From an optimization exercise on the open Yosys and OpenROAD flow, aimed at small area; shortcuts taken in it are not production practice. In this exercise RTL edits were held to simulation tests only and were not proved equivalent to the original. In runs 2 to 5 the design's own scripts or RTL, not TritonCTS, make the clock network. The flow treats the clock pin as an ideal source. Dropping or thinning the clock tree relies on that and would not hold on a real chip. No activity file was given, so power comes from the tool's default toggle rates.

--- design/flow/flow/area.abc ---
strash
&get -n
&fraig -x
&put
scorr
dc2
dretime
strash
&get -n
&dch -f
&nf -R 1000
&put
--- design/flow/flow/run.sh ---
#!/bin/bash
# Standard layout (standard.sh) with these changes:
#  - synthesis maps logic with an area-recovery ABC script (flow/area.abc);
#  - port buffers use the smallest buffer, sky130_fd_sc_hd__buf_1;
#  - the clock tree is one clock buffer (flow/cts_one_buffer.tcl);
#  - one tie cell drives all constant outputs.
set -euo pipefail
export MY_WORK_DIR=$PWD
export MY_FLOW_DIR=$PWD/flow
export MY_CLOCK_BUFFER=sky130_fd_sc_hd__clkbuf_4
export BUFFER_PORTS_ARGS="-buffer_cell sky130_fd_sc_hd__buf_1"
export PRE_CTS_TCL=$MY_FLOW_DIR/cts_one_buffer.tcl
export SKIP_REPAIR_TIE_FANOUT=1
bash standard.sh SYNTH_SCRIPT=$MY_FLOW_DIR/synth_area.tcl finish > standard.log 2>&1
--- design/flow/constraint.sdc ---
create_clock -name core_clock -period 5.0 [get_ports {clk}]
set_input_delay 1.0000 -clock core_clock [delete_from_list [all_inputs] [get_ports {clk}]]
set_output_delay 1.0000 -clock core_clock [all_outputs]
set_load 0.01 [all_outputs]
--- design/flow/flow/synth_area.tcl ---
# The standard synthesis (synth_recipe.tcl), with one change: the
# combinational mapping runs flow/area.abc, an area-recovery ABC script.
# Registers are mapped by dfflibmap before abc and are left as they are.
proc abc {args} {
  set i [lsearch -exact $args -script]
  if { $i >= 0 } {
    lset args [expr { $i + 1 }] $::env(MY_FLOW_DIR)/area.abc
  }
  yosys abc {*}$args
}
source $::env(MY_WORK_DIR)/synth_recipe.tcl
--- design/flow/design.v ---
module top_module(
    input clk,
    input reset,
    input ena,
    output pm,
    output [7:0] hh,
    output [7:0] mm,
    output [7:0] ss);
    reg [3:0] s1;    
    reg [2:0] s10;   
    reg [3:0] m1;    
    reg [2:0] m10;   
    reg [3:0] h1;    
    reg       h10;   
    reg       pm_r;
    wire s1_t1 = ena & (s1[0] & ~s1[3]);     
    wire s1_t2 = ena & (s1[0] & s1[1]);      
    wire s1_t3 = ena & (s1[0] & (s1[3] | (s1[1] & s1[2])));   
    wire c_s10 = ena & (s1[0] & s1[3]);      
    wire s10_t1 = c_s10 & (s10[0] & ~s10[2]);           
    wire s10_t2 = c_s10 & (s10[0] & (s10[1] | s10[2]));  
    wire c_m1   = c_s10 & (s10[0] & s10[2]);            
    wire m1_t1 = c_m1 & (m1[0] & ~m1[3]);
    wire m1_t2 = c_m1 & (m1[0] & m1[1]);
    wire m1_t3 = c_m1 & (m1[0] & (m1[3] | (m1[1] & m1[2])));
    wire c_m10 = c_m1 & (m1[0] & m1[3]);
    wire m10_t1 = c_m10 & (m10[0] & ~m10[2]);
    wire m10_t2 = c_m10 & (m10[0] & (m10[1] | m10[2]));
    wire c_h    = c_m10 & (m10[0] & m10[2]);
    wire h_t1  = c_h & ((h1[0] & ~h1[3]) | (h10 & h1[1]));
    wire h_t2  = c_h & (h1[0] & h1[1]);
    wire h_t3  = c_h & (h1[0] & (h1[3] | (h1[1] & h1[2])));
    wire h_t10 = c_h & ((h1[0] & h1[3]) | (h10 & h1[1]));
    wire h_pm  = c_h & (h1[0] & h10);        
    always @(posedge clk) begin
        if (reset) begin
            s1 <= 4'd0; s10 <= 3'd0; m1 <= 4'd0; m10 <= 3'd0;
            h1 <= 4'd2; h10 <= 1'b1; pm_r <= 1'b0;
        end else begin
            s1[0]  <= s1[0] ^ ena;
            s1[1]  <= s1[1] ^ s1_t1;
            s1[2]  <= s1[2] ^ s1_t2;
            s1[3]  <= s1[3] ^ s1_t3;
            s10[0] <= s10[0] ^ c_s10;
            s10[1] <= s10[1] ^ s10_t1;
            s10[2] <= s10[2] ^ s10_t2;
            m1[0]  <= m1[0] ^ c_m1;
            m1[1]  <= m1[1] ^ m1_t1;
            m1[2]  <= m1[2] ^ m1_t2;
            m1[3]  <= m1[3] ^ m1_t3;
            m10[0] <= m10[0] ^ c_m10;
            m10[1] <= m10[1] ^ m10_t1;
            m10[2] <= m10[2] ^ m10_t2;
            h1[0]  <= h1[0] ^ c_h;
            h1[1]  <= h1[1] ^ h_t1;
            h1[2]  <= h1[2] ^ h_t2;
            h1[3]  <= h1[3] ^ h_t3;
            h10    <= h10 ^ h_t10;
            pm_r   <= pm_r ^ h_pm;
        end
    end
    assign ss = {1'b0, s10, s1};
    assign mm = {1'b0, m10, m1};
    assign hh = {3'b000, h10, h1};
    assign pm = pm_r;
endmodule
--- design/flow/standard.sh ---
#!/bin/bash
# synth_recipe.tcl (not shown) runs the flow's synth.tcl, then flattens the netlist and writes it again
# the make line also repeats each setting of config.mk as NAME=value (left out here)
make -C /OpenROAD-flow-scripts/flow DESIGN_CONFIG=/design/flow/config.mk WORK_HOME=/design/flow/orfs CLKGATE_MAP_FILE= SYNTH_SCRIPT=/design/flow/synth_recipe.tcl "${@:-finish}"
--- design/flow/config.mk ---
export PLATFORM = sky130hd
export DESIGN_NAME = top_module
export DESIGN_NICKNAME = top_module
export VERILOG_FILES = /design/flow/design.v
export SDC_FILE = /design/flow/constraint.sdc
export NUM_CORES = 4
export LEC_CHECK = 0
export CAP_MARGIN = 20
export CORE_AREA = 3 3 47 47
export DIE_AREA = 0 0 50 50
export SLEW_MARGIN = 20
--- design/flow/flow/cts_one_buffer.tcl ---
# PRE_CTS_TCL hook: the design has only a few registers, so the clock tree is a
# single clock buffer placed at the centroid of the registers' clock pins.
# clock_tree_synthesis is then a no-op for the rest of the CTS step.
set block [ord::get_db_block]
set sx 0
set sy 0
set n 0
foreach it [[$block findNet clk] getITerms] {
  set inst [$it getInst]
  set box [$inst getBBox]
  set sx [expr { $sx + ([$box xMin] + [$box xMax]) / 2 }]
  set sy [expr { $sy + ([$box yMin] + [$box yMax]) / 2 }]
  incr n
}
set dbu [$block getDbUnitsPerMicron]
set cx [expr { double($sx) / $n / $dbu }]
set cy [expr { double($sy) / $n / $dbu }]
puts "clock: $n sinks, buffer at ($cx, $cy)"
insert_buffer -buffer_cell $::env(MY_CLOCK_BUFFER) -net clk \
  -location [list $cx $cy] -buffer_name clkbuf_root -net_name clknet_root
[$block findNet clknet_root] setSigType CLOCK
[$block findNet clk] setSigType CLOCK
proc clock_tree_synthesis { args } {
  puts "clock_tree_synthesis skipped: clock buffered by cts_one_buffer.tcl"
  set_propagated_clock [all_clocks]
}
==> flow_summary.yaml, run 1 <==
logic_synthesis:
  ys_types: 19
  yosys.area.top_type_share_pct: 51.53
  seq_area_frac_synth_pct: 51.53
  async_flop_share_pct: 0
  top_cells_by_count_synth: "dfxtp_1, a21oi_1, nor3_1"
  seq_cells_post_synth: 20
  post-synth-top-count-cell: "dfxtp_1"
  synth_top_flop_cell: "dfxtp_1"
  post_synth_design_cell_area_um2: 777.0
  synth_largest_area_cell: "dfxtp_1"
  synth_enable_flop_cells: 0
  ys_warn_count: 1
  cell_types_with_the_largest_area_share_after_synthesis: "dfxtp_1, a21oi_1, nor3_1"
  postSynthAreaPerCell_um2: 8.730
  post_synth_inst_count: 89
placed_design:
  hpwl_mm: 1.051
  port_buffers: 22
  gpl_congestion: 0.7331
  placement.setup.worst_slack_ns: 2.008
floorplan:
  pin_count: 28
  die_x_um: 50
  die_y_um: 50
  floorplan.initialDensity_pct: 43.58
  placement_rows: 15
run_status:
  status: "did not finish"
  toolErrorMsg: "Error: cts.tcl, 6 invalid command name \"NULL\""
  failing_step: "clock tree synthesis (4_1_cts)"
-- through the flow --
step	std cells	power [W]	cell area (um^2)
3_5_place_dp	130	0.0001750	845.8
3_3_place_gp	130	0.0001749	845.8
2_1_floorplan	89	0.0001733	777.0
-- worst min path at each step --
stage	startpoint	to	slack [ns]	cells after the start
after floorplan	h10$_SDFF_PP1_	h10$_SDFF_PP1_	0.49	1
after global placement	m10[1]$_SDFF_PP0_	m10[2]$_SDFF_PP0_	0.47	2
after detailed placement	m10[1]$_SDFF_PP0_	m10[2]$_SDFF_PP0_	0.47	2
-- power by group through the flow --
| stage | logic, W | registers (W) | clock network, W |
|---|---|---|---|
| detailed placement | 0.00000917 | 0.000166 | 0 |
| global placement | 0.00000919 | 0.000166 | 0 |
| floorplan | 0.00000709 | 0.000166 | 0 |
-- logic make-up after synthesis --
kind of cell | synth area share (%)
AO/OA/AOI/OAI | 18.52
buffers and inverters | 6.279
flip-flops | 51.53
other | 0.4826
AND/OR/NAND/NOR | 23.19
==> inputs of run 2 (changes only) <==
--- a/design/flow/flow/run.sh
+++ b/design/flow/flow/run.sh
@@ -9,3 +9,3 @@
 export MY_FLOW_DIR=$PWD/flow
-export MY_CLOCK_BUFFER=sky130_fd_sc_hd__clkbuf_4
+export MY_CLOCK_BUFFER=sky130_fd_sc_hd__clkbuf_8
 export BUFFER_PORTS_ARGS="-buffer_cell sky130_fd_sc_hd__buf_1"
==> design/flow/flow/area.abc (replaced) <==
strash
&get -n
&fraig -x
&put
scorr
dc2
dretime
strash
&get -n
&dch -f
&nf -R 1000 -p
&put
--- a/design/flow/flow/cts_one_buffer.tcl
+++ b/design/flow/flow/cts_one_buffer.tcl
@@ -20,4 +20,2 @@
   -location [list $cx $cy] -buffer_name clkbuf_root -net_name clknet_root
-[$block findNet clknet_root] setSigType CLOCK
-[$block findNet clk] setSigType CLOCK
 proc clock_tree_synthesis { args } {
--- a/design/flow/config.mk
+++ b/design/flow/config.mk
@@ -8,4 +8,4 @@
 export CAP_MARGIN = 20
-export CORE_AREA = 3 3 47 47
-export DIE_AREA = 0 0 50 50
+export CORE_AREA = 2.3 2.72 60.72 59.84
+export DIE_AREA = 0 0 63 63
 export SLEW_MARGIN = 20
==> run 2 against run 1 <==
- the run now finishes clean
- synthesized cell count stayed put
- area after synthesis shrank 0.16%
==> flow_summary.yaml, run 2 <==
run_status:
  status: "finished clean"
layout:
  layout_common_cells: "buf_1, dfxtp_1, a21oi_1"
  syn_to_final_growth_pct: 14.03
  antenna_cells: 0
  n_fill_cell: 376
  num-nets-final: 111
  largest_registers: "h1: 4 flops, m1: 4 flops, s1: 4 flops"
  drive_above_1_share_pct: 0.9434
  most_common_cell_after_layout_fill_and_taps_aside: "buf_1"
logic_synthesis:
  synth_top_flop_cell: "dfxtp_1"
  post-synth-top-count-cell: "dfxtp_1"
  post_synth_design_cell_area_um2: 775.7
  seq_area_frac_synth_pct: 51.61
  postSynthAreaPerCell_um2: 8.716
  synth_enable_flop_cells: 0
  post_synth_inst_count: 89
  async_flop_share_pct: 0
  synth_largest_area_cell: "dfxtp_1"
  ys_warn_count: 1
  yosys.area.top_type_share_pct: 51.61
  cell_types_with_the_largest_area_share_after_synthesis: "dfxtp_1, a21oi_1, nor3_1"
  seq_cells_post_synth: 20
  top_cells_by_count_synth: "dfxtp_1, a21oi_1, nor2_1, nor3_1"
  ys_types: 20
placed_design:
  hpwl_mm: 1.161
  port_buffers: 22
  gpl_congestion: 0.8216
clocking:
  worst_skew_pair.late_latency_ns: 0.17
  clk_transition_reported_paths_ns: 0.12
  cts_resized: 0
  post_cts_setup_buffer_count: 0
  cts.hold.buffers_added: 0
sta:
  fin_setup_tns_ns: 0
  clock_skew_ns: 0.001439
  worst_slew_pin_slew_ns: 0.8092
  fin_crit_ns: 2.778
  unrepaired_setup_endpoints_after_global_routing: "no"
  final-hold-violation-count: 0
  final_min_period_over_clock_period_pct: 55.56
  final_max_slew_viol_count: 0
  worst_slew_slack_as_a_fraction_of_its_limit_pct: 46.06
  fmax_mhz: 360.0
  setup_viol: 0
job:
  max_cap_violations: 0
worst_setup_path:
  cp.required_ns: 5.05
  setup.reg_to_reg.worst_slack_ns: 2.78
  timing.critical_path.from_type: "input port"
  ff2ff_path_depth: 8
  critPathMaxFanout: 8
  timing_worst_setup_path_type: "input port to flip-flop"
  worst_setup_path_end_kind: "flip-flop"
  worstPathArrival_ns: 2.83
route:
  drt_iter0_drc: 17
  number_of_drc_violations_after_detailed_routing: 0
  drt_pass1_iterations: 4
  route.final.wire_length_mm: 1.535
  wire_per_inst_um: 10.10
  dr_total_vias: 657
  ant_nets: 0
  drt-vias-per-instance: 4.322
pwr:
  max-vdd-ir-drop_mv: 0.08119
  cellLeakagePower_nw: 0.3208
  power.total_w: 0.0002292
  power.density_nw_per_um2: 259.1
global_routing:
  grt_antenna_before_repair: 0
  maximum_number_of_pins_on_one_net_before_global_route_repair: 21
  via_count_of_the_first_global_routing_pass: 561
  total_routing_usage_gr_pct: 7.251
  overflow: 0
  grt_pass1_wl_mm: 2.504
floorplan:
  pin_count: 28
  floorplan.initialDensity_pct: 23.25
  die_y_um: 63
  coreArea_um2: 3337
  die_x_um: 63
  placement_rows: 21
  die_area_um2: 3969
worst_hold_path:
  instance_count_along_the_most_critical_hold_path: 2
  holdCritPathClass: "flip-flop to flip-flop"
==> run 2: final cells by class, without the clock buffers <==
type	instances	area [um^2]	area share [%]
inverters	1	3.754	0.4243
multi-input cells	62	326.6	36.92
flip-flops and latches	20	400.4	45.26
well taps	46	57.56	6.506
repair buffers	22	82.58	9.335
==> run 2: through the flow <==
step | cell area, um^2 | hold WS (ns) | util (%) | cells | setup slack [ns]
floorplan | 775.7 | 0.4872 | - | 89 | 2.455
global placement | 870.8 | 0.4684 | 26.10 | 151 | 2.143
detailed placement | 870.8 | 0.4798 | 26.10 | 151 | 2.038
CTS | 884.6 | 0.5011 | 26.51 | 152 | 2.237
global route | 884.6 | 0.5228 | 26.51 | 152 | 2.099
finish | 884.6 | 0.5012 | 26.51 | 152 | 2.222
==> run 2: kinds of logic after synthesis <==
logic type	count (synthesis)	share of synthesized area (%)
DFF	20	51.61
AOI/OAI and AO/OA	19	14.03
other	1	0.4834
buffers and inverters	7	6.289
and+or+nand+nor	42	27.58
==> run 2: final timing paths <==
kind / from / end
setup / recovery: ena / h1[1]$_SDFF_PP1_
hold / removal: s10[1]$_SDFF_PP0_ / s10[2]$_SDFF_PP0_
setup reg to reg: s1[0]$_SDFF_PP0_ / h1[1]$_SDFF_PP1_
hold reg to reg: s10[1]$_SDFF_PP0_ / s10[2]$_SDFF_PP0_
==> run 2: worst max-delay path: stages <==
cell,delay (ns)
buf_1,0.14
and3_1,0.24
and2_0,0.19
and3_1,0.31
and3_1,0.27
and3_1,0.29
nand2b_1,0.11
a31oi_1,0.16
o21ai_0,0.12
==> run 2: report_power, final <==
group	leakage, nW	switching (W)	internal (W)
clock	0.00719	0.0000395	0.0000188
combinational	0.152	0.00000656	0.00000224
sequential	0.162	0.00000152	0.000161
total	0.321	0.0000476	0.000182
==> run 2: per-layer routing <==
layer	GRT usage, %	vias up	wire, um
met1	9.241	296	722
met4	1.111	0	27
met3	0.7207	2	72
met5	0	-	0
met2	13.30	13	712
li1	-	346	-
==> inputs of run 3 (changes only) <==
==> design/flow/flow/area.abc (replaced) <==
strash
dc2
strash
&get -n
&nf -R 1000 -p
&put
mfs3 -a
==> run 3 against run 2 <==
- still clean
- first-iteration DRC count increased by 140%
- final area down 0.71%
- utilization decreased by 0.19 points
- sequential share of layout area rose by 0.32 points
- largest power group unchanged
==> flow_summary.yaml, run 3 <==
layout:
  syn_to_final_growth_pct: 14.15
  final_util_pct: 26.32
  post_layout_nonfiller_instances: 148
  antenna_cells: 0
  drive_above_1_share_pct: 0.9804
  largest_registers: "h1: 4 flops, m1: 4 flops, s1: 4 flops"
  layout.area.seq_um2: 400.4
  multi_input_area_um2: 320.3
  most_common_cell_after_layout_fill_and_taps_aside: "buf_1"
  n_fill_cell: 387
  num-nets-final: 107
  layout_common_cells: "buf_1, dfxtp_1, a21oi_1"
pwr:
  max-vdd-ir-drop_mv: 0.09452
  power.density_nw_per_um2: 263.0
  cellLeakagePower_nw: 0.3197
  netSwitchingFraction_pct: 21.31
  p_switching_w: 0.00004922
  power.share.clock_pct: 25.7
  internal_power_w: 0.0001818
  seq_power_share_pct: 70.1
  power.combinational.fraction_pct: 4.2
logic_synthesis:
  post-synth-top-count-cell: "dfxtp_1"
  postSynthAreaPerCell_um2: 9.053
  synth_enable_flop_cells: 0
  seq_area_frac_synth_pct: 52.03
  yosys.area.top_type_share_pct: 52.03
  post_synth_design_cell_area_um2: 769.5
  ys_types: 19
  synth_largest_area_cell: "dfxtp_1"
  async_flop_share_pct: 0
  synth_top_flop_cell: "dfxtp_1"
  post_synth_inst_count: 85
  cell_types_with_the_largest_area_share_after_synthesis: "dfxtp_1, a21oi_1, and3_1"
  seq_cells_post_synth: 20
  top_cells_by_count_synth: "dfxtp_1, a21oi_1, nor3_1"
  ys_warn_count: 1
sta:
  hold-worst-slack_ns: 0.4839
  fin_setup_tns_ns: 0
  worst_slew_slack_as_a_fraction_of_its_limit_pct: 53.87
  setup_ws_ns: 2.340
  fmax_mhz: 376.0
  final_max_slew_viol_count: 0
  setup_viol: 0
  worst_slew_pin_slew_ns: 0.6919
  final_min_period_over_clock_period_pct: 53.19
  fin_crit_ns: 2.660
  unrepaired_setup_endpoints_after_global_routing: "no"
  clock_skew_ns: 0.001405
  final-hold-violation-count: 0
global_routing:
  maximum_number_of_pins_on_one_net_before_global_route_repair: 21
  via_count_of_the_first_global_routing_pass: 563
  grt_pass1_wl_mm: 2.580
  grt_antenna_before_repair: 0
  overflow: 0
  total_routing_usage_gr_pct: 7.556
worst_hold_path:
  holdCritPathClass: "flip-flop to flip-flop"
job:
  max_cap_violations: 0
worst_setup_path:
  timing_worst_setup_path_type: "input port to flip-flop"
  cp.required_ns: 5.10
  worstPathArrival_ns: 2.76
  worst_setup_path_end_kind: "flip-flop"
  timing.critical_path.from_type: "input port"
  critPathMaxFanout: 7
placed_design:
  port_buffers: 22
  gpl_congestion: 0.7285
  placement.setup.worst_slack_ns: 2.128
  hpwl_mm: 1.131
  placedCellCount: 147
floorplan:
  placement_rows: 21
  die_area_um2: 3969
  floorplan.initialDensity_pct: 23.06
  die_y_um: 63
  coreArea_um2: 3337
  die_x_um: 63
  pin_count: 28
route:
  drt_pass1_iterations: 4
  dr_total_vias: 643
  ant_nets: 0
  drt_iter0_drc: 41
  route.final.wire_length_mm: 1.490
  number_of_drc_violations_after_detailed_routing: 0
  drt-vias-per-instance: 4.345
  wire_per_inst_um: 10.07
clocking:
  worst_skew_pair.late_latency_ns: 0.17
  cts.hold.buffers_added: 0
  clk_transition_reported_paths_ns: 0.12
  post_cts_setup_buffer_count: 0
  cts_resized: 0
run_status:
  status: "finished clean"
run 3: per-layer routing:
metal	vias to the layer above	wire, um	GRT usage, %
met5	-	0	0
met2	16	670	12.63
li1	334	-	-
met1	291	720	10.79
met4	0	11	0.8333
met3	2	88	0.7207
run 3: cell families (layout without fill, tap and decap cells):
logic type	count (synthesis)	count (layout)	synth area share, %
XOR/XNOR	1	1	1.138
other	1	1	0.4873
buffers and inverters	7	24	6.341
AND/OR/NAND/NOR	33	33	22.93
flip-flops	20	20	52.03
AO/OA/AOI/OAI	23	23	17.07
run 3: stage by stage:
step                 power, W  instance area [um^2]
floorplan           0.0001735                 769.5
detailed placement  0.0001752                 864.6
global route        0.0002414                 878.3
finish              0.0002310                 878.3
CTS                 0.0002343                 878.3
global placement    0.0001749                 864.6
run 3: area by class of cell, without the clock buffers:
| cell class | count | share of cell area, % |
|---|---|---|
| well taps | 46 | 6.553 |
| multi-input cells | 58 | 36.47 |
| flip-flops and latches | 20 | 45.58 |
| repair buffers | 22 | 9.402 |
| inverters | 1 | 0.4274 |
run 3: worst paths after layout:
path                                         from                 to  slack, ns  cells past startpoint
worst max-delay path                          ena     h10$_SDFF_PP1_       2.34                      9
worst min-delay path            m10[1]$_SDFF_PP0_  m10[1]$_SDFF_PP0_       0.48                      1
worst max register to register   s1[3]$_SDFF_PP0_     h10$_SDFF_PP1_       2.86                      8
worst min register to register  m10[1]$_SDFF_PP0_  m10[1]$_SDFF_PP0_       0.48                      1
run 3: worst max-delay path, stage by stage:
cell,delay (ns)
buf_1,0.11
and3_1,0.20
and2_0,0.20
and3_1,0.28
and3_1,0.28
and3_1,0.29
nand2_1,0.11
xor2_1,0.14
o21ai_0,0.15
run 3: power by group through the flow:
stage / clock [W] / sequential, W / combinational, W
floorplan: 0 / 0.000166 / 0.00000765
global placement: 0 / 0.000165 / 0.00000959
detailed placement: 0 / 0.000165 / 0.00000980
CTS: 0.0000626 / 0.000162 / 0.00000983
global route: 0.0000680 / 0.000162 / 0.0000111
finish: 0.0000594 / 0.000162 / 0.00000965
==> inputs of run 4 (changes only) <==
==> design/flow/flow/area.abc (replaced) <==
strash
dc2
strash
&get -n
&dch -f
&nf -R 1000 -p
&put
mfs3 -a
==> run 4 against run 3 <==
- via count grew 4.2%
- hold slack improved by 0.023 ns
- wire length increased by 5.6%
- sequential power about the same
- synthesized cell count rose by 4.7%
- first-iteration DRC count down 83%
- combinational power shrank 9.6%
==> flow_summary.yaml, run 4 <==
worst_setup_path:
  worstPathArrival_ns: 2.85
  cp.required_ns: 5.06
  timing.critical_path.from_type: "input port"
  timing_worst_setup_path_type: "input port to flip-flop"
  ff2ff_path_depth: 8
  timing.rr.end: "h10$_SDFF_PP1_"
  critPathCapture: "h10$_SDFF_PP1_"
  critPathMaxFanout: 8
  setup.reg_to_reg.worst_slack_ns: 2.78
  regToRegStartpoint: "s1[0]$_SDFF_PP0_"
  worst_setup_path_end_kind: "flip-flop"
  timing.critical_path.from: "ena"
pwr:
  power.share.clock_pct: 25.9
  power.combinational.fraction_pct: 3.8
  internal_power_w: 0.0001816
  cellLeakagePower_nw: 0.3118
  netSwitchingFraction_pct: 21.21
  p_switching_w: 0.00004888
  power.density_nw_per_um2: 263.5
  seq_power_share_pct: 70.3
  max-vdd-ir-drop_mv: 0.07907
logic_synthesis:
  seq_area_frac_synth_pct: 52.29
  synth_top_flop_cell: "dfxtp_1"
  seq_cells_post_synth: 20
  postSynthAreaPerCell_um2: 8.604
  post_synth_inst_count: 89
  synth_enable_flop_cells: 0
  cell_types_with_the_largest_area_share_after_synthesis: "dfxtp_1, a21oi_1, nor3_1"
  yosys.area.top_type_share_pct: 52.29
  async_flop_share_pct: 0
  synth_largest_area_cell: "dfxtp_1"
  post-synth-top-count-cell: "dfxtp_1"
  ys_warn_count: 1
  ys_types: 18
  post_synth_design_cell_area_um2: 765.7
  top_cells_by_count_synth: "dfxtp_1, a21oi_1, nor2_1"
clocking:
  clk_transition_reported_paths_ns: 0.12
  worst_skew_pair.late_latency_ns: 0.17
  cts_resized: 0
  post_cts_setup_buffer_count: 0
  cts.hold.buffers_added: 0
placed_design:
  placedCellCount: 151
  hpwl_mm: 1.195
  gpl_congestion: 0.7262
  port_buffers: 22
  placement.setup.worst_slack_ns: 2.017
  placement.cell_area_um2: 860.8
sta:
  clock_skew_ns: 0.001506
  worst_slew_pin_slew_ns: 0.8317
  fmax_mhz: 358.7
  setup_viol: 0
  unrepaired_setup_endpoints_after_global_routing: "no"
  final-hold-violation-count: 0
  fin_crit_ns: 2.788
  final_min_period_over_clock_period_pct: 55.76
  final_max_slew_viol_count: 0
  fin_setup_tns_ns: 0
  setup_ws_ns: 2.212
  worst_slew_slack_as_a_fraction_of_its_limit_pct: 44.55
floorplan:
  pin_count: 28
  die_area_um2: 3969
  placement_rows: 21
  floorplan.initialDensity_pct: 22.95
  coreArea_um2: 3337
  die_y_um: 63
  die_x_um: 63
global_routing:
  maximum_number_of_pins_on_one_net_before_global_route_repair: 21
  grt_antenna_before_repair: 0
  total_routing_usage_gr_pct: 7.675
  grt_pass1_wl_mm: 2.663
  overflow: 0
  via_count_of_the_first_global_routing_pass: 613
layout:
  most_common_cell_after_layout_fill_and_taps_aside: "buf_1"
  post_layout_nonfiller_instances: 152
  num-nets-final: 111
  largest_registers: "h1: 4 flops, m1: 4 flops, s1: 4 flops"
  syn_to_final_growth_pct: 14.22
  drive_above_1_share_pct: 0.9434
  layout_common_cells: "buf_1, dfxtp_1, a21oi_1, nor2_1, nor3_1"
  n_fill_cell: 381
  post_layout_inst_area_um2: 874.6
  antenna_cells: 0
  final_util_pct: 26.21
route:
  drt-vias-per-instance: 4.408
  drt_iter0_drc: 7
  wire_per_inst_um: 10.35
  route.final.wire_length_mm: 1.573
  ant_nets: 0
  drt_pass1_iterations: 4
  dr_total_vias: 670
  number_of_drc_violations_after_detailed_routing: 0
worst_hold_path:
  holdCritPathClass: "flip-flop to flip-flop"
  instance_count_along_the_most_critical_hold_path: 2
run_status:
  status: "finished clean"
job:
  max_cap_violations: 0
run 4: changes by cell type in the layout (fill, tap and decap cells not counted), sizes merged, moves of 2 or more:
cell,before,now
a31oi,1,3
nor2,6,10
nand3,1,3
nand2,1,7
nor2b,5,1
a32o,2,0
run 4: worst min path at each step:
stage / startpoint / end / slack, ns
after CTS: m10[1]$_SDFF_PP0_ / m10[2]$_SDFF_PP0_ / 0.51
after global placement: s10[1]$_SDFF_PP0_ / s10[2]$_SDFF_PP0_ / 0.47
after floorplan: h10$_SDFF_PP1_ / h10$_SDFF_PP1_ / 0.49
final: m10[1]$_SDFF_PP0_ / m10[2]$_SDFF_PP0_ / 0.51
after detailed placement: m10[1]$_SDFF_PP0_ / m10[2]$_SDFF_PP0_ / 0.49
after global routing: s10[1]$_SDFF_PP0_ / s10[2]$_SDFF_PP0_ / 0.52
run 4: critical path, stage by stage:
cell     delay (ns)
buf_1          0.16
and3_1         0.24
and2_0         0.19
and3_1         0.31
and3_1         0.27
and3_1         0.29
nand2_1        0.11
a31oi_1        0.16
o21ai_0        0.12
run 4: cell families (layout without fill, tap and decap cells):
group                  after synthesis  count (layout)  share of synthesized area (%)
and+or+nand+nor                     40              40                          25.49
other                                1               1                         0.4897
AOI/OAI and AO/OA                   22              22                          15.85
buffers and inverters                6              23                          5.882
DFF                                 20              20                          52.29
run 4: cell type report, without the clock buffers:
class / count / area, um^2 / share of cell area, %
multi-input combinational: 63 / 320.3 / 36.62
sequential: 20 / 400.4 / 45.78
tap: 46 / 57.56 / 6.581
timing repair buffer: 22 / 82.58 / 9.442
run 4: per-stage QoR:
step           hold slack, ns  power (W)
2_1_floorplan          0.4872  0.0001728
3_3_place_gp           0.4710  0.0001741
3_5_place_dp           0.4858  0.0001744
4_1_cts                0.5081  0.0002322
5_1_grt                0.5222  0.0002379
6_report               0.5068  0.0002305
run 4: metal layers:
layer  vias up  routed length, um  part of all wire, %  global-route usage [%]
met1       308                815                   52                   10.93
met3         2                 97                  6.2                   1.261
met4         0                 12                 0.76                   1.667
met5         -                  0                    0                       0
li1        345                  -                    -                       -
met2        15                647                   41                   12.10
run 4: power by group through the flow:
stage / sequential [W] / clock [W] / combinational, W
detailed placement: 0.000166 / 0 / 0.00000867
finish: 0.000162 / 0.0000597 / 0.00000872
floorplan: 0.000166 / 0 / 0.00000667
global route: 0.000162 / 0.0000659 / 0.00000966
CTS: 0.000162 / 0.0000614 / 0.00000874
global placement: 0.000166 / 0 / 0.00000851
==> inputs of run 5 (changes only) <==
--- a/design/flow/flow/run.sh
+++ b/design/flow/flow/run.sh
@@ -9,3 +9,3 @@
 export MY_FLOW_DIR=$PWD/flow
-export MY_CLOCK_BUFFER=sky130_fd_sc_hd__clkbuf_8
+export MY_CLOCK_BUFFER=sky130_fd_sc_hd__buf_6
 export BUFFER_PORTS_ARGS="-buffer_cell sky130_fd_sc_hd__buf_1"
--- a/design/flow/config.mk
+++ b/design/flow/config.mk
@@ -10,2 +10,3 @@
 export DIE_AREA = 0 0 63 63
+export PLACE_DENSITY = 0.9
 export SLEW_MARGIN = 20
==> run 5 against run 4 <==
- synthesized cell count unchanged
- die area unchanged
- final area down 0.29%
- combinational power down 2%
- first-iteration DRC count up 110%
- critical path depth unchanged
- worst setup slack about the same
- wire length down 6.7%
- area after synthesis unchanged
- register-to-register slack better by 0.02 ns
- cell count unchanged
==> flow_summary.yaml, run 5 <==
run_status:
  status: "finished clean"
placed_design:
  port_buffers: 22
  hpwl_mm: 1.147
  placedCellCount: 151
  gpl_congestion: 0.8170
worst_setup_path:
  timing_worst_setup_path_type: "input port to flip-flop"
  timing.rr.end: "h10$_SDFF_PP1_"
  timing.critical_path.from_type: "input port"
  worst_setup_path_end_kind: "flip-flop"
  regToRegStartpoint: "s1[0]$_SDFF_PP0_"
  cp.required_ns: 5.04
  worstPathArrival_ns: 2.83
  setup.reg_to_reg.worst_slack_ns: 2.80
  critPathMaxFanout: 8
  ff2ff_path_depth: 8
global_routing:
  via_count_of_the_first_global_routing_pass: 591
  total_routing_usage_gr_pct: 7.526
  overflow: 0
  maximum_number_of_pins_on_one_net_before_global_route_repair: 21
  grt_antenna_before_repair: 0
  grt_pass1_wl_mm: 2.573
route:
  drt_iter0_drc: 15
  number_of_drc_violations_after_detailed_routing: 0
  ant_nets: 0
  drt_pass1_iterations: 3
  route.final.wire_length_mm: 1.467
  drt-vias-per-instance: 4.303
  wire_per_inst_um: 9.651
  dr_total_vias: 654
floorplan:
  die_y_um: 63
  coreArea_um2: 3337
  floorplan.initialDensity_pct: 22.95
  die_area_um2: 3969
  die_x_um: 63
  pin_count: 28
  placement_rows: 21
pwr:
  p_switching_w: 0.00004543
  power.combinational.fraction_pct: 3.8
  max-vdd-ir-drop_mv: 0.09098
  cellLeakagePower_nw: 0.3107
  seq_power_share_pct: 72.2
  netSwitchingFraction_pct: 20.24
  power.density_nw_per_um2: 257.4
  power.share.clock_pct: 24.0
  internal_power_w: 0.0001790
  power.total_w: 0.0002244
logic_synthesis:
  post_synth_inst_count: 89
  ys_warn_count: 1
  synth_enable_flop_cells: 0
  synth_top_flop_cell: "dfxtp_1"
  seq_area_frac_synth_pct: 52.29
  top_cells_by_count_synth: "dfxtp_1, a21oi_1, nor2_1"
  synth_largest_area_cell: "dfxtp_1"
  cell_types_with_the_largest_area_share_after_synthesis: "dfxtp_1, a21oi_1, nor3_1"
  post-synth-top-count-cell: "dfxtp_1"
  post_synth_design_cell_area_um2: 765.7
  yosys.area.top_type_share_pct: 52.29
  ys_types: 18
  async_flop_share_pct: 0
  seq_cells_post_synth: 20
  postSynthAreaPerCell_um2: 8.604
clocking:
  clk_transition_reported_paths_ns: 0.12
  cts_resized: 0
  post_cts_setup_buffer_count: 0
  cts.hold.buffers_added: 0
  worst_skew_pair.late_latency_ns: 0.14
layout:
  largest_registers: "h1: 4 flops, m1: 4 flops, s1: 4 flops"
  n_fill_cell: 378
  drive_above_1_share_pct: 0.9434
  num-nets-final: 111
  layout_common_cells: "buf_1, dfxtp_1, a21oi_1, nor2_1, nor3_1"
  antenna_cells: 0
  post_layout_nonfiller_instances: 152
  most_common_cell_after_layout_fill_and_taps_aside: "buf_1"
  syn_to_final_growth_pct: 13.89
  final_util_pct: 26.13
sta:
  worst_slew_pin_slew_ns: 0.8206
  clock_skew_ns: 0.001436
  final_max_slew_viol_count: 0
  hold-worst-slack_ns: 0.4952
  final_min_period_over_clock_period_pct: 55.77
  fin_crit_ns: 2.788
  fin_setup_tns_ns: 0
  unrepaired_setup_endpoints_after_global_routing: "no"
  worst_slew_slack_as_a_fraction_of_its_limit_pct: 45.29
  setup_viol: 0
  final-hold-violation-count: 0
  fmax_mhz: 358.6
worst_hold_path:
  holdCritPathClass: "flip-flop to flip-flop"
  instance_count_along_the_most_critical_hold_path: 2
  timing.hold.worst.start: "m10[1]$_SDFF_PP0_"
  whs_endpoint: "m10[2]$_SDFF_PP0_"
job:
  max_cap_violations: 0
[run 5: cell count changes in the layout (fill, tap and decap cells not counted), sizes merged]
| cell | before | now |
|---|---|---|
| buf | 22 | 23 |
| clkbuf | 1 | 0 |
[run 5: cell type report, without the clock buffers]
| type | count | area [um^2] | area share (%) |
|---|---|---|---|
| sequential | 20 | 400.4 | 45.91 |
| timing repair buffer | 22 | 82.58 | 9.469 |
| multi-input combinational | 63 | 320.3 | 36.73 |
| tap | 46 | 57.56 | 6.600 |
[run 5: power by group through the flow]
stage / Combinational [W] / Clock (W) / Sequential [W]
after floorplan: 0.00000667 / 0 / 0.000166
after global placement: 0.00000857 / 0 / 0.000165
after detailed placement: 0.00000862 / 0 / 0.000166
after CTS: 0.00000860 / 0.0000570 / 0.000162
after global routing: 0.00000988 / 0.0000625 / 0.000162
final: 0.00000856 / 0.0000539 / 0.000162
[run 5: layer usage]
layer	vias to the layer above	part of all wire, %	track usage [%]	wire length (um)
met4	0	0	0.2778	0
met2	11	41	11.97	606
met1	299	54	11.16	794
met3	0	4.6	1.261	67
li1	344	-	-	-
met5	-	0	0	0
[run 5: worst max-delay path: stages]
cell,delay [ns]
buf_1,0.15
and3_1,0.24
and2_0,0.19
and3_1,0.30
and3_1,0.27
and3_1,0.30
nand2_1,0.11
a31oi_1,0.17
o21ai_0,0.10
[run 5: cells by family (layout without fill, tap and decap cells)]
kind of cell	Yosys count	after routing	synth area share, %
AND/OR/NAND/NOR	40	40	25.49
AO/OA/AOI/OAI	22	22	15.85
flip-flops	20	20	52.29
buffers and inverters	6	23	5.882
other	1	1	0.4897
[run 5: stage by stage]
step           cell area (um^2)  worst slack [ns]
6_report                  872.1             2.212
5_1_grt                   872.1             1.933
4_1_cts                   872.1             2.231
3_5_place_dp              860.8             2.050
3_3_place_gp              860.8             2.163
2_1_floorplan             765.7             2.461
[run 5: worst max-delay path by stage]
| stage | from | endpoint | slack, ns |
|---|---|---|---|
| floorplan | ena | h10$_SDFF_PP1_ | 2.46 |
| global placement | ena | h10$_SDFF_PP1_ | 2.16 |
| detailed placement | ena | h10$_SDFF_PP1_ | 2.05 |
| CTS | ena | h10$_SDFF_PP1_ | 2.23 |
| global route | ena | h10$_SDFF_PP1_ | 1.93 |
| finish | ena | h10$_SDFF_PP1_ | 2.21 |
==> inputs of run 6 (changes only) <==
==> design/flow/flow/run.sh (replaced) <==
#!/bin/bash
# Standard layout (standard.sh) with these changes:
#  - synthesis maps logic with an area-recovery ABC script (flow/area.abc);
#  - port buffers use the smallest buffer, sky130_fd_sc_hd__buf_1;
#  - CTS uses a small clock buffer and no dummy loads.
set -euo pipefail
export MY_WORK_DIR=$PWD
export MY_FLOW_DIR=$PWD/flow
export BUFFER_PORTS_ARGS="-buffer_cell sky130_fd_sc_hd__buf_1"
export CTS_ARGS="-sink_clustering_enable -repair_clock_nets -dont_use_dummy_load -root_buf sky130_fd_sc_hd__clkbuf_4 -buf_list sky130_fd_sc_hd__clkbuf_4 -sink_clustering_size 30 -sink_clustering_max_diameter 200"
bash standard.sh SYNTH_SCRIPT=$MY_FLOW_DIR/synth_area.tcl finish > standard.log 2>&1
==> design/flow/flow/area.abc (replaced) <==
strash
&get -n
&fraig -x
&put
scorr
dc2
dretime
strash
&get -n
&dch -f
&nf -R 1000
&put
--- a/design/flow/config.mk
+++ b/design/flow/config.mk
@@ -8,5 +8,7 @@
 export CAP_MARGIN = 20
-export CORE_AREA = 2.3 2.72 60.72 59.84
-export DIE_AREA = 0 0 63 63
-export PLACE_DENSITY = 0.9
+export CORE_MARGIN = 2
+export CORE_UTILIZATION = 70
+export CTS_BUF_LIST = sky130_fd_sc_hd__clkbuf_2 sky130_fd_sc_hd__clkbuf_4
+export CTS_CLUSTER_DIAMETER = 50
+export CTS_CLUSTER_SIZE = 20
 export SLEW_MARGIN = 20
removed: design/flow/flow/cts_one_buffer.tcl
==> run 6 against run 5 <==
- hold slack better by 0.013 ns
- critical endpoint unchanged
- worst setup slack worse by 0.089 ns
- combinational power is about 10% higher
- global-route usage is 21 points higher
- via count is 14% higher
- clock power is 39% higher
- highest routed layer is now met4
- sequential power hardly changed
- flip-flop and latch count stayed put
- wire length is 21% higher
- largest power group unchanged
==> flow_summary.yaml, run 6 <==
run_status:
  status: "finished clean"
global_routing:
  via_count_of_the_first_global_routing_pass: 640
  total_routing_usage_gr_pct: 28.17
  grt_pass1_wl_mm: 2.718
  maximum_number_of_pins_on_one_net_before_global_route_repair: 19
  overflow: 0
  grt_antenna_before_repair: 0
clocking:
  clk_transition_reported_paths_ns: 0.12
  cts_resized: 0
  cts.root.buffer_cell: "clkbuf_4"
  cts_sinks: 20
  cts-buffers-inserted: 3
  post_cts_setup_buffer_count: 0
  cts.path.max_buffers: 2
  cts.hold.buffers_added: 0
  h-tree-depth: 1
  worst_skew_pair.late_latency_ns: 0.31
  tritoncts: "yes"
layout:
  most_common_cell_after_layout_fill_and_taps_aside: "buf_1"
  post_layout_nonfiller_instances: 125
  layout.area.seq_um2: 400.4
  n_fill_cell: 51
  num-nets-final: 117
  multi_input_area_um2: 342.8
  layout_common_cells: "buf_1, dfxtp_1, a21oi_1"
  final_util_pct: 88.86
  drive_above_1_share_pct: 2.679
  post_layout_inst_area_um2: 868.3
  antenna_cells: 0
  largest_registers: "h1: 4 flops, m1: 4 flops, s1: 4 flops"
  syn_to_final_growth_pct: 11.76
logic_synthesis:
  post_synth_design_cell_area_um2: 777.0
  post-synth-top-count-cell: "dfxtp_1"
  seq_cells_post_synth: 20
  async_flop_share_pct: 0
  ys_types: 19
  synth_enable_flop_cells: 0
  post_synth_inst_count: 89
  cell_types_with_the_largest_area_share_after_synthesis: "dfxtp_1, a21oi_1, nor3_1"
  ys_warn_count: 1
  top_cells_by_count_synth: "dfxtp_1, a21oi_1, nor3_1"
  synth_top_flop_cell: "dfxtp_1"
  postSynthAreaPerCell_um2: 8.730
  seq_area_frac_synth_pct: 51.53
  yosys.area.top_type_share_pct: 51.53
  synth_largest_area_cell: "dfxtp_1"
worst_setup_path:
  timing.critical_path.from_type: "input port"
  cp.required_ns: 5.19
  worstPathArrival_ns: 3.06
  worst_setup_path_end_kind: "flip-flop"
  worstPathCellList: "buf_1 -> and3_1 -> and2_0 -> and3_1 -> and3_1 -> and3_1 -> nand2_1 -> a31oi_1 -> o21ai_0"
  critPathMaxFanout: 8
  slowest_stage: "and3_1"
  critical-path-max-stage-delay_ns: 0.32
  timing_worst_setup_path_type: "input port to flip-flop"
  critical_path.most_common_cell: "and3_1"
placed_design:
  gpl_congestion: 0.7529
  hpwl_mm: 1.182
  placement.cell_area_um2: 845.8
  port_buffers: 22
  placedCellCount: 122
floorplan:
  pin_count: 28
  die_x_um: 37.32
  die_y_um: 37.32
  coreArea_um2: 977.2
  die_area_um2: 1392
  floorplan.initialDensity_pct: 79.51
  placement_rows: 11
route:
  drt-vias-per-instance: 5.976
  drt_pass1_iterations: 5
  number_of_drc_violations_after_detailed_routing: 0
  ant_nets: 0
  route.final.wire_length_mm: 1.781
  drt_iter0_drc: 40
  dr_total_vias: 747
  wire_per_inst_um: 14.25
sta:
  setup_viol: 0
  hold-worst-slack_ns: 0.5077
  final_min_period_over_clock_period_pct: 57.55
  fin_setup_tns_ns: 0
  final-hold-violation-count: 0
  worst_slew_pin_slew_ns: 0.7792
  clock_skew_ns: 0.02240
  final_max_slew_viol_count: 0
  fin_crit_ns: 2.877
  fmax_mhz: 347.5
  worst_slew_slack_as_a_fraction_of_its_limit_pct: 48.05
  unrepaired_setup_endpoints_after_global_routing: "no"
pwr:
  cellLeakagePower_nw: 0.3443
  power.density_nw_per_um2: 284.1
  max-vdd-ir-drop_mv: 0.1864
worst_hold_path:
  holdCritPathClass: "flip-flop to flip-flop"
job:
  max_cap_violations: 0
-- run 6: cell count changes after synthesis --
cell | before | now
o211a_1 | 0 | 1
nor2_1 | 10 | 6
o21ai_0 | 6 | 4
o21bai_1 | 1 | 0
clkinv_1 | 0 | 1
o21a_1 | 1 | 3
a21oi_1 | 10 | 13
-- run 6: path summary, 6_finish.rpt --
kind	startpoint	end	slack (ns)	cells past startpoint
worst min-delay path	m10[1]$_SDFF_PP0_	m10[2]$_SDFF_PP0_	0.51	2
worst min register to register	m10[1]$_SDFF_PP0_	m10[2]$_SDFF_PP0_	0.51	2
worst max register to register	s1[0]$_SDFF_PP0_	h10$_SDFF_PP1_	2.60	8
worst max-delay path	ena	h10$_SDFF_PP1_	2.12	9
-- run 6: power by group --
group	switching, W	internal [W]
logic	0.00000712	0.00000230
clock network	0.0000469	0.0000281
registers	0.00000176	0.000161
-- run 6: cells by family after synthesis --
logic type	synth area share (%)
other	0.4826
AOI/OAI and AO/OA	18.52
DFF	51.53
and+or+nand+nor	23.19
buffers and inverters	6.279
-- run 6: per-layer routing --
layer  share of wire (%)  GRT usage, %  vias up
li1                    -             -      358
met1                  40         30.30      345
met2                  52         54.39       39
met3                 6.5         3.571        5
met4                 1.6         11.11        0
met5                   0             0        -
-- run 6: cell type report --
cell class / instances / share of cell area, %
Sequential cell: 20 / 46.11
Multi-Input combinational cell: 66 / 39.48
Timing Repair Buffer: 22 / 9.510
Clock buffer: 3 / 2.594
Tap cell: 13 / 1.873
Inverter: 1 / 0.4323
-- run 6: per-stage QoR --
step | total power (W) | setup WS, ns
6_report | 0.0002467 | 2.123
5_1_grt | 0.0002529 | 2.033
4_1_cts | 0.0002436 | 2.226
3_5_place_dp | 0.0001749 | 1.957
3_3_place_gp | 0.0001746 | 2.136
2_1_floorplan | 0.0001733 | 2.455
-- run 6: critical path, delay by kind of cell --
family,cells,cell delay (ns)
and+or+nand+nor,6,1.53
buffers and inverters,1,0.19
AOI/OAI and AO/OA,2,0.34

[re-timing with driven ports]
Ports are ideal in the flow. The routed layouts listed here were re-timed in OpenROAD.
Step 1: set_driving_cell puts a clkbuf_16 on clk and a buf_2 on each other input, an assumption about the parent block.
Step 2 moves the port delays by t, midway between the first and last clock arrival at a register: inputs arrive t later, outputs are due t later. That takes back most of the time a late clock gives input paths.
Three values: no drivers, after step 1, after step 2; two values: the first two.
run	shift t [ns]	setup WS [ns]	worst hold slack (ns)	worst setup path at the end
run 2	0.191	2.222 / 2.224 / 2.034	0.501 / 0.501 / 0.501	input to register
run 3	0.194	2.340 / 2.343 / 2.149	0.484 / 0.484 / 0.484	input to register
run 4	0.194	2.212 / 2.214 / 2.020	0.507 / 0.507 / 0.507	input to register
run 5	0.165	2.212 / 2.208 / 2.043	0.495 / 0.495 / 0.495	input to register
run 6	0.315	2.123 / 2.118 / 1.803	0.508 / 0.508 / 0.508	input to register
After both steps every run listed still meets setup and hold. The setup slack of run 6, which loses most, moves by -0.005 ns with the drivers and by -0.320 ns with both steps.
